This design comes from an exercise in tuning for a short achievable clock period and few clock cycles on the open sky130 flow, not from production work. In this exercise RTL edits were held to simulation tests only and were not proved equivalent to the original. No activity file was given, so power comes from the tool's default toggle rates.

==> trial 86 <==
==> flow/design.v (excerpt) <==
module CPU
  ( input             clk
  , input             rst
  , output     [15:0] addr
  , input      [ 7:0] data_in
  , output     [ 7:0] data_out
  , output            rd_enable
  , output            wr_enable
  , input      [7:0]  int_pending
  , output     [7:0]  int_clear
  );
  localparam U_RD    = 0;     
  localparam U_WR    = 1;     
  localparam U_FB    = 2;     
  localparam U_PF    = 3;     
  localparam U_FNB   = 4;     
  localparam A_PC    = 5;
  localparam A_HL    = 6;
  localparam A_BC    = 7;
  localparam A_DE    = 8;
  localparam A_SP    = 9;
  localparam A_SPM1  = 10;
  localparam A_FFC   = 11;
  localparam A_FFZ   = 12;
  localparam A_WZ    = 13;
  localparam A_PC1   = 14;    
  localparam D_A     = 15;
  localparam D_B     = 16;
  localparam D_C     = 17;
  localparam D_D     = 18;
  localparam D_E     = 19;
  localparam D_H     = 20;
  localparam D_L     = 21;
  localparam D_F     = 22;
  localparam D_Z     = 23;
  localparam D_PCH   = 24;
  localparam D_PCL   = 25;
  localparam D_SPL   = 26;
  localparam D_SPH   = 27;
  localparam I_Z     = 28;
  localparam I_W     = 29;
  localparam I_A     = 30;
  localparam I_B     = 31;
  localparam I_C     = 32;
  localparam I_D     = 33;
  localparam I_E     = 34;
  localparam I_H     = 35;
  localparam I_L     = 36;
  localparam I_F     = 37;
  localparam I_SPL   = 38;
  localparam I_SPH   = 39;
  localparam I_ZINC  = 40;
  localparam I_ZDEC  = 41;
  localparam I_ZRES  = 42;
  localparam I_ZSET  = 43;
  localparam I_ZROT  = 44;
  localparam I_ZDAA  = 45;    
  localparam I_NB    = 46;    
  localparam P_INC   = 47;
  localparam P_DZ    = 48;
  ...
Settings: LEC_CHECK=0, CAP_MARGIN=20, CORE_MARGIN=2, CORE_UTILIZATION=35, SLEW_MARGIN=20, SYNTH_HIERARCHICAL=1; clock period 10.0 ns.
standard.sh (not shown) runs the stock make flow with config.mk's settings and CLKGATE_MAP_FILE= SYNTH_SCRIPT=/design/flow/synth_recipe.tcl, a recipe that flattens the netlist after the stock synthesis.
==> flow/flow/run.sh <==
#!/bin/bash
# Standard ORFS layout through the standard.sh (its synthesis script,
# the design's constraints), with a tighter setup target for the timing
# repair steps (SETUP_SLACK_MARGIN=8) so that the layout is optimised well
# beyond the 10 ns clock. Make's output goes to flow_make.log; ORFS writes
# each tool's log under orfs/logs/.
set -euo pipefail
bash standard.sh SETUP_SLACK_MARGIN=8 finish > flow_make.log 2>&1
==> inputs of build 56, as changes to trial 86 <==
--- a/flow/design.v
+++ b/flow/design.v
@@ -933,18 +933,28 @@
     , .a(a), .b(b), .c(c), .d(d), .e(e), .h(h), .l(l), .f({zf, nf, hf, cf, 4'h0})
     , .sp(sp)
     , .din(data_in), .z(z), .opb(opb), .res8(res8), .daa_k(daa_k), .wz1lo(wz1[7:0])
     , .rop(ir[5:3]), .cf(cf)
     , .s_z(act[I_Z]), .s_zinc(ue[I_ZINC]), .s_zdec(ue[I_ZDEC]), .s_zres(ue[I_ZRES])
     , .s_zset(ue[I_ZSET]), .s_zrot(ue[I_ZROT]), .s_zdaa(ue[I_ZDAA]), .s_wzinc(ue[WZ_INC])
-    , .tail(tail), .wsel(td[W_A+6:W_A])
+    , .tail(tail), .wsel(wqr), .tqt(qwr)
     , .q16(q16), .nsx(nsx), .nbret(nb[4]), .o_fb(o_fb), .o_nf(o_nf), .o_rst(o_rst), .o_ret(o_ret), .o_jp(o_jp), .o_hlt(o_hlt)
     , .u_n(u_n), .addr_n(addr_n), .dout_n(dout_n), .rd_n(rd_n), .wr_n(wr_n), .hz(hz)
     , .osub(pfx ? dtd[X_SUB] : td[X_SUB])
     , .z_n(z_n), .tc_n(tc_n), .opb_n(opb_n)
     );
+  wire [UW-1:0] u_nx = hz ? {{(UW-U_RPL-1){1'b0}}, 1'b1, {U_RPL{1'b0}}} : ((u_n & ~uclr) | uset);
+  reg  [TW-1:0] td_n;
+  always @* begin
+    td_n = td;
+    if (ue[U_FB]) td_n = td;
+    else if (ue[U_FNBX]) td_n = {TW{1'b0}};
+    else if (pfx) td_n = dtd;
+    else if (ue[U_DISP0]) td_n = {TW{1'b0}};
+  end
+  reg  [6:0]    wqr, qwr;    
   always @(posedge clk) begin
     addr_r <= addr_n;
     dout_r <= dout_n;
     opb    <= opb_n;
     if (nb_ld) nb <= data_in;
     if (nb_ld) nbs <= {s_rst, s_ret, s_jphl, s_halt};
@@ -969,19 +979,19 @@
       u[U_BOOT] <= 1'b1;
       irq_r <= 1'b0;
       ip_r <= 8'h00;
       nbv <= 1'b0;
       ir <= 8'h00; cb <= 1'b0; t <= 3'd0;
       td <= {TW{1'b0}};
+      wqr <= 7'd0; qwr <= 7'd0;
       iclr <= 8'h00;
       rd_r <= 1'b0; wr_r <= 1'b0;
     end else begin
-      if (hz) begin
-        u <= {UW{1'b0}}; u[U_RPL] <= 1'b1;
-      end else
-        u <= (u_n & ~uclr) | uset;
+      u     <= u_nx;
+      wqr   <= td_n[W_A+6:W_A] & {7{u_nx[U_TAIL]}};
+      qwr   <= td_n[TQ_A+6:TQ_A] & {7{u_nx[U_TAIL]}};
       ime   <= ime_n;
       nbv   <= nbv_n;
       irq_r <= |(int_pending & ~iclr & ~(u[U_DISP2] ? vbit : 8'h00));
       ip_r  <= int_pending;
       iclr  <= u[U_DISP2] ? vbit : 8'h00;
       rd_r  <= rd_n;
@@ -1094,13 +1104,14 @@
   , input  [15:0] sp
   , input  [7:0]  din, z, opb, res8, daa_k, wz1lo
   , input  [2:0]  rop
   , input         cf
   , input         s_z, s_zinc, s_zdec, s_zres, s_zset, s_zrot, s_zdaa, s_wzinc
   , input         tail
-  , input  [6:0]  wsel
+  , input  [6:0]  wsel       
+  , input  [6:0]  tqt        
   , input         o_fb, o_nf, o_rst, o_ret, o_jp, o_hlt   
   , input  [15:0] q16        
   , input  [3:0]  nsx        
   , input         nbret      
   , output [85:0] u_n
   , output [15:0] addr_n
@@ -1272,13 +1283,13 @@
             | (nx_nb[D_B]   &  tq[1])
             | (nx_nb[D_C]   &  tq[2])
             | (nx_nb[D_D]   &  tq[3])
             | (nx_nb[D_E]   &  tq[4])
             | (nx_nb[D_H]   &  tq[5])
             | (nx_nb[D_L]   &  tq[6]));
-  wire [6:0] wq = wsel & {7{tail}};
+  wire [6:0] wq = wsel;
   wire [7:0] ka = wq[0] ? res8 : a;
   wire [7:0] kb = wq[1] ? res8 : b;
   wire [7:0] kc = wq[2] ? res8 : c;
   wire [7:0] kd = wq[3] ? res8 : d;
   wire [7:0] ke = wq[4] ? res8 : e;
   wire [7:0] kh = wq[5] ? res8 : h;
@@ -1364,17 +1375,17 @@
                  | ({8{s_zres}} & (din & ~bmask))
                  | ({8{s_zset}} & (din | bmask))
                  | ({8{s_zrot}} & zrot)
                  | ({8{s_zdaa}} & daa_k)
                  | ({8{s_wzinc}} & wz1lo)
                  | ({8{!(ue[I_Z] | s_zinc | s_zdec | s_zres | s_zset | s_zrot | s_zdaa | s_wzinc)}} & z);
-  wire [6:0] wt = wsel & {7{tail}};
+  wire [6:0] wt = wsel;
   wire [6:0] bs = (bsel_ir & {7{g_pf | ue[U_RPL]}}) | (bsel_nb & {7{g_fnb}});
   wire       s_rsel = |bs;
   wire       s_fwd  = |(bs & wt);      
-  wire [6:0] qt     = tq & {7{tail}};
+  wire [6:0] qt     = tqt;
   wire       s_q    = |(bs & qt);      
   wire       s_qh   = |(bs & qt & 7'b0101010);    
   wire s_ohold = !(s_rsel | s_z | s_zdaa);
   wire [7:0] rsel = ({8{bs[0]}} & a) | ({8{bs[1]}} & b) | ({8{bs[2]}} & c)
                   | ({8{bs[3]}} & d) | ({8{bs[4]}} & e) | ({8{bs[5]}} & h)
                   | ({8{bs[6]}} & l);
- CORE_UTILIZATION: 35 -> 40
==> inputs of trial 53, as changes to trial 86 <==
--- a/flow/design.v
+++ b/flow/design.v
@@ -709,13 +709,13 @@
   wire [UW-1:0] sq0_n, sq1_n;
   wire [7:0]    xop = g_fnb ? nb : ir;
   wire          xcb = g_fnb ? 1'b0 : cb;
   wire [UW-1:0] sqm;     
   CPU_seq seq (.s(pfx ? {xcb, (opnd ? 3'd1 : 3'd0), xop} : {cb, t + 3'd1, ir}),
                .uc_s0(sq0_n), .uc_s1(sq1_n), .dmask(sqm));
-  wire [7:0] rhs_x  = opb;    
+  wire [7:0] rhs_x  = opb ^ {8{td[X_SUB]}};
   wire       cin    = td[X_CIN1] | (td[X_CINC] & cf) | (td[X_CINNC] & !cf);
   wire [9:0] sum_x0 = add8(a, rhs_x, 1'b0);
   wire [9:0] sum_x1 = add8(a, rhs_x, 1'b1);
   wire [9:0] sum_x  = cin ? sum_x1 : sum_x0;
   wire [7:0] sum    = sum_x[7:0];
   wire       sum_h  = sum_x[8] ^ td[X_SUB];
@@ -877,28 +877,38 @@
     if (tail && td[Q_LDSPHL]) begin sp_n = hl; spm1_n = hlm1; end
     sp_b = sp_n;
     if (tail && td[Q_ADDSP])  sp_n = q_spe;    
     if (act[I_SPL]) sp_n = {sp_n[15:8], data_in};
     if (act[I_SPH]) sp_n = {data_in, sp[7:0]};
   end
+  wire s_rst  = data_in[7:6] == 2'b11 && data_in[2:0] == 3'b111;
+  wire s_ret  = {data_in[7:5], data_in[3:0]} == 7'b1101001;
+  wire s_retc = {data_in[7:5], data_in[2:0]} == 6'b110000;
+  wire s_jphl = data_in == 8'he9;
+  wire s_halt = data_in == 8'h76;
   wire fb_ok  = ue[U_FB];
   wire fb_sp  = fb_ok & !(tail & td[Q_ADDSP]);
   wire fb_hl  = fb_ok & !(tail & (td[TQ_A+5] | td[TQ_A+6])) & !(ime & irq_r);
   wire nx_fnb = (g_pf & nx_ir[U_FNB]) | (g_fnb & nx_nb[U_FNB]);
   wire nx_sp  = nx_fnb & !(g_fnb ? cl_nb[3] : cl_ir[3]);
   wire nx_hl  = nx_fnb & !(g_fnb ? cl_nb[4] : cl_ir[4])
               & !(tail & (td[TQ_A+5] | td[TQ_A+6]));
-  wire s_rst, s_ret, s_retc, s_jphl, s_halt;
-  wire o_fb, o_nf, o_rst, o_ret, o_jp, o_hlt, o_nx, ovr, nfr_jp;
-  CPU_spc spc
-    ( .d(data_in), .fb_ok(fb_ok), .fb_sp(fb_sp), .fb_hl(fb_hl)
-    , .nx_fnb(nx_fnb), .nx_sp(nx_sp), .nx_hl(nx_hl)
-    , .s_rst(s_rst), .s_ret(s_ret), .s_retc(s_retc), .s_jphl(s_jphl), .s_halt(s_halt)
-    , .o_fb(o_fb), .o_nf(o_nf), .o_rst(o_rst), .o_ret(o_ret), .o_jp(o_jp), .o_hlt(o_hlt)
-    , .o_nx(o_nx), .ovr(ovr), .nfr_jp(nfr_jp)
-    );
+  wire fbr_rst = fb_sp & s_rst;
+  wire fbr_ret = fb_sp & (s_ret | s_retc);
+  wire fbr_jp  = fb_hl & s_jphl;
+  wire nfr_rst = nx_sp & s_rst;
+  wire nfr_ret = nx_sp & s_ret;
+  wire nfr_jp  = nx_hl & s_jphl;
+  wire o_fb  = fbr_rst | fbr_ret | fbr_jp;      
+  wire o_nf  = nfr_rst | nfr_ret | nfr_jp;      
+  wire o_rst = fbr_rst | nfr_rst;
+  wire o_ret = fbr_ret | nfr_ret;
+  wire o_jp  = fbr_jp | nfr_jp;
+  wire o_hlt = (fb_ok | nx_fnb) & s_halt;
+  wire o_nx  = nfr_rst | nfr_ret | (nx_fnb & s_halt);   
+  wire ovr   = o_rst | o_ret | o_jp | o_hlt;
   reg  [3:0] nbs;       
   wire       nbs_ok = nbv & !ue[I_NB];
   wire       td_sp  = (td[Q_SP] & (td[Q_INC16] | td[Q_DEC16])) | td[Q_LDSPHL] | td[Q_ADDSP];
   wire       td_hl  = td[T_A+5] | td[T_A+6] | ue[I_H] | ue[I_L] | ue[H_INC] | ue[H_DEC];
   wire [3:0] nsx    = nbs & {4{nbs_ok}} & {!td_sp, !td_sp, !td_hl, 1'b1};
   reg [UW-1:0] uset, uclr;
@@ -936,13 +946,12 @@
     , .rop(ir[5:3]), .cf(cf)
     , .s_z(act[I_Z]), .s_zinc(ue[I_ZINC]), .s_zdec(ue[I_ZDEC]), .s_zres(ue[I_ZRES])
     , .s_zset(ue[I_ZSET]), .s_zrot(ue[I_ZROT]), .s_zdaa(ue[I_ZDAA]), .s_wzinc(ue[WZ_INC])
     , .tail(tail), .wsel(td[W_A+6:W_A])
     , .q16(q16), .nsx(nsx), .nbret(nb[4]), .o_fb(o_fb), .o_nf(o_nf), .o_rst(o_rst), .o_ret(o_ret), .o_jp(o_jp), .o_hlt(o_hlt)
     , .u_n(u_n), .addr_n(addr_n), .dout_n(dout_n), .rd_n(rd_n), .wr_n(wr_n), .hz(hz)
-    , .osub(pfx ? dtd[X_SUB] : td[X_SUB])
     , .z_n(z_n), .tc_n(tc_n), .opb_n(opb_n)
     );
   always @(posedge clk) begin
     addr_r <= addr_n;
     dout_r <= dout_n;
     opb    <= opb_n;
@@ -1105,13 +1114,12 @@
   , output [85:0] u_n
   , output [15:0] addr_n
   , output [7:0]  dout_n
   , output        rd_n, wr_n, hz
   , output [7:0]  z_n
   , output        tc_n
-  , input         osub       
   , output [7:0]  opb_n
   );
   localparam U_RD    = 0;     
   localparam U_WR    = 1;     
   localparam U_FB    = 2;     
   localparam U_PF    = 3;     
@@ -1375,43 +1383,16 @@
   wire       s_q    = |(bs & qt);      
   wire       s_qh   = |(bs & qt & 7'b0101010);    
   wire s_ohold = !(s_rsel | s_z | s_zdaa);
   wire [7:0] rsel = ({8{bs[0]}} & a) | ({8{bs[1]}} & b) | ({8{bs[2]}} & c)
                   | ({8{bs[3]}} & d) | ({8{bs[4]}} & e) | ({8{bs[5]}} & h)
                   | ({8{bs[6]}} & l);
-  wire [7:0] opb_v = (s_q ? (s_qh ? q16[15:8] : q16[7:0]) : (s_fwd ? res8 : rsel))
-                   | ({8{s_z & !s_rsel}}    & din)
-                   | ({8{s_zdaa}} & daa_k);
-  assign opb_n = s_ohold ? opb : (opb_v ^ {8{osub}});
-endmodule
-module CPU_spc
-  ( input  [7:0] d
-  , input        fb_ok, fb_sp, fb_hl       
-  , input        nx_fnb, nx_sp, nx_hl      
-  , output       s_rst, s_ret, s_retc, s_jphl, s_halt
-  , output       o_fb, o_nf, o_rst, o_ret, o_jp, o_hlt, o_nx, ovr, nfr_jp
-  );
-  assign s_rst  = d[7:6] == 2'b11 && d[2:0] == 3'b111;
-  assign s_ret  = {d[7:5], d[3:0]} == 7'b1101001;
-  assign s_retc = {d[7:5], d[2:0]} == 6'b110000;
-  assign s_jphl = d == 8'he9;
-  assign s_halt = d == 8'h76;
-  wire fbr_rst = fb_sp & s_rst;
-  wire fbr_ret = fb_sp & (s_ret | s_retc);
-  wire fbr_jp  = fb_hl & s_jphl;
-  wire nfr_rst = nx_sp & s_rst;
-  wire nfr_ret = nx_sp & s_ret;
-  assign nfr_jp = nx_hl & s_jphl;
-  assign o_fb  = fbr_rst | fbr_ret | fbr_jp;      
-  assign o_nf  = nfr_rst | nfr_ret | nfr_jp;      
-  assign o_rst = fbr_rst | nfr_rst;
-  assign o_ret = fbr_ret | nfr_ret;
-  assign o_jp  = fbr_jp | nfr_jp;
-  assign o_hlt = (fb_ok | nx_fnb) & s_halt;
-  assign o_nx  = nfr_rst | nfr_ret | (nx_fnb & s_halt);   
-  assign ovr   = o_rst | o_ret | o_jp | o_hlt;
+  assign opb_n = (s_q ? (s_qh ? q16[15:8] : q16[7:0]) : (s_fwd ? res8 : rsel))
+               | ({8{s_z & !s_rsel}}    & din)
+               | ({8{s_zdaa}} & daa_k)
+               | ({8{s_ohold}} & opb);
 endmodule
 module CPU_act
   ( input  [8:0] x    
   , output [85:0] fa   
   , output [2:0] cl    
   , output [65:0] td   
- CORE_UTILIZATION: 35 -> 45
==> inputs of build 15, as changes to trial 86 <==
- CORE_UTILIZATION: 35 -> 40
==> summary.txt <==
- The lowest total power belongs to trial 86, the highest to trial 53.
- In synthesized area, build 15 and trial 86 do not differ.
- Flip-flop and latch count: build 56 is higher than trial 86 (14).
- Between build 15 and build 56, the lower fmax is in build 56 (gap 8.7%, measured against build 56).
- Trial 86 finished clean. Trial 53 finished with timing, DRC and antenna clean. Build 15 finished with timing, DRC and antenna clean. Build 56 finished clean.
- Against trial 53, the critical path depth of build 56 is higher by 5.
- Via count: trial 86 < build 56 < build 15 < trial 53.
- Of trial 53 and build 56, trial 53 has the higher synthesized cell count (gap 2.0%, measured against build 56).
- Between trial 86 and trial 53, the lower non-clock buffer count is in trial 86 (gap 113).
- Between trial 86 and trial 53, the lower clock power is in trial 86 (gap about 1%, measured against trial 53).
==> figures <==
HPWL after detailed placement: build 15 183.7 mm; trial 53 182.7 mm; trial 86 186.0 mm; build 56 179.5 mm
Initial antenna violation count: build 15 24; trial 53 30; trial 86 27; build 56 22
CTS Buf Count: build 15 88; trial 53 88; trial 86 85; build 56 90
Status: build 15 finished clean; trial 53 finished clean; trial 86 finished clean; build 56 finished clean
Gate count after technology mapping: build 15 6370; trial 53 6431; trial 86 6370; build 56 6305
Routed via count divided by cell count: build 15 6.967; trial 53 7.093; trial 86 6.662; build 56 6.990
Inverters excl. clock: build 15 199; trial 53 203; trial 86 202; build 56 177
Well-tap cell count: build 15 1768; trial 53 1612; trial 86 2030; build 56 1768
Final critical-path setup slack: build 15 6255 ps; trial 53 6133 ps; trial 86 6189 ps; build 56 5930 ps
Met2 wire length: build 15 132.3 mm; trial 53 131.9 mm; trial 86 127.6 mm; build 56 128.4 mm
P_clk: build 15 3.55 mW; trial 53 3.45 mW; trial 86 3.41 mW; build 56 3.58 mW
Seq_cells: build 15 736; trial 53 736; trial 86 736; build 56 750
Fraction of standard cell area that is sequential: build 15 22.96%; trial 53 22.67%; trial 86 23.27%; build 56 23.83%
Fraction of final layout cells with drive strength greater than 1: build 15 42.91%; trial 53 41.99%; trial 86 42.26%; build 56 40.95%
Power dissipated in sequential cells: build 15 5.56 mW; trial 53 5.43 mW; trial 86 5.48 mW; build 56 5.58 mW
Clock Skews: build 15 74.99 ps; trial 53 52.34 ps; trial 86 58.41 ps; build 56 74.44 ps
End of the worst register-to-register path: build 15 addr_r[1]; trial 53 addr_r[12]; trial 86 addr_r[13]; build 56 opb[7]
Number of sinks driven by the clock tree: build 15 736; trial 53 736; trial 86 736; build 56 750
Clock transition at the register clock pins on the worst setup and hold paths after CTS: build 15 70 ps; trial 53 70 ps; trial 86 70 ps; build 56 60 ps
Testbench counts of trial 86, summed over its fixed seeds: cycles 1,280,129.
Testbench counts of build 56, summed over its fixed seeds: cycles 1,280,129.
Testbench counts of trial 53, summed over its fixed seeds: cycles 1,280,129.
Testbench counts of build 15, summed over its fixed seeds: cycles 1,280,129.

## what the ideal ports hide
The results above use ideal ports. As a check the final layouts listed here were re-extracted and re-timed, cells and wires unchanged. Step 1 assumes that a clkbuf_16 drives the clock port and a buf_2 every other input. Step 2 also shifts input and output timing later by t, the mid clock arrival at the registers, as if the neighbouring blocks saw the same clock. Three values: ideal ports, drivers, drivers and shift; two values: the first two.
run	t, ns	slack for setup (ns)	worst register clock-pin slew, ns	pins driven straight from the clock port
trial 86	0.822	6.189 / 6.189 / 5.637	0.08 / 0.08	1
build 56	0.820	5.930 / 5.930 / 5.347	0.08 / 0.08	1
trial 53	0.812	6.133 / 6.133 / 5.327	0.07 / 0.07	1
build 15	0.821	6.255 / 6.109 / 5.289	0.08 / 0.08	1
After both steps every run listed still meets setup and hold. The setup slack of build 15, which loses most, moves by -0.146 ns with the drivers and by -0.966 ns with both steps.
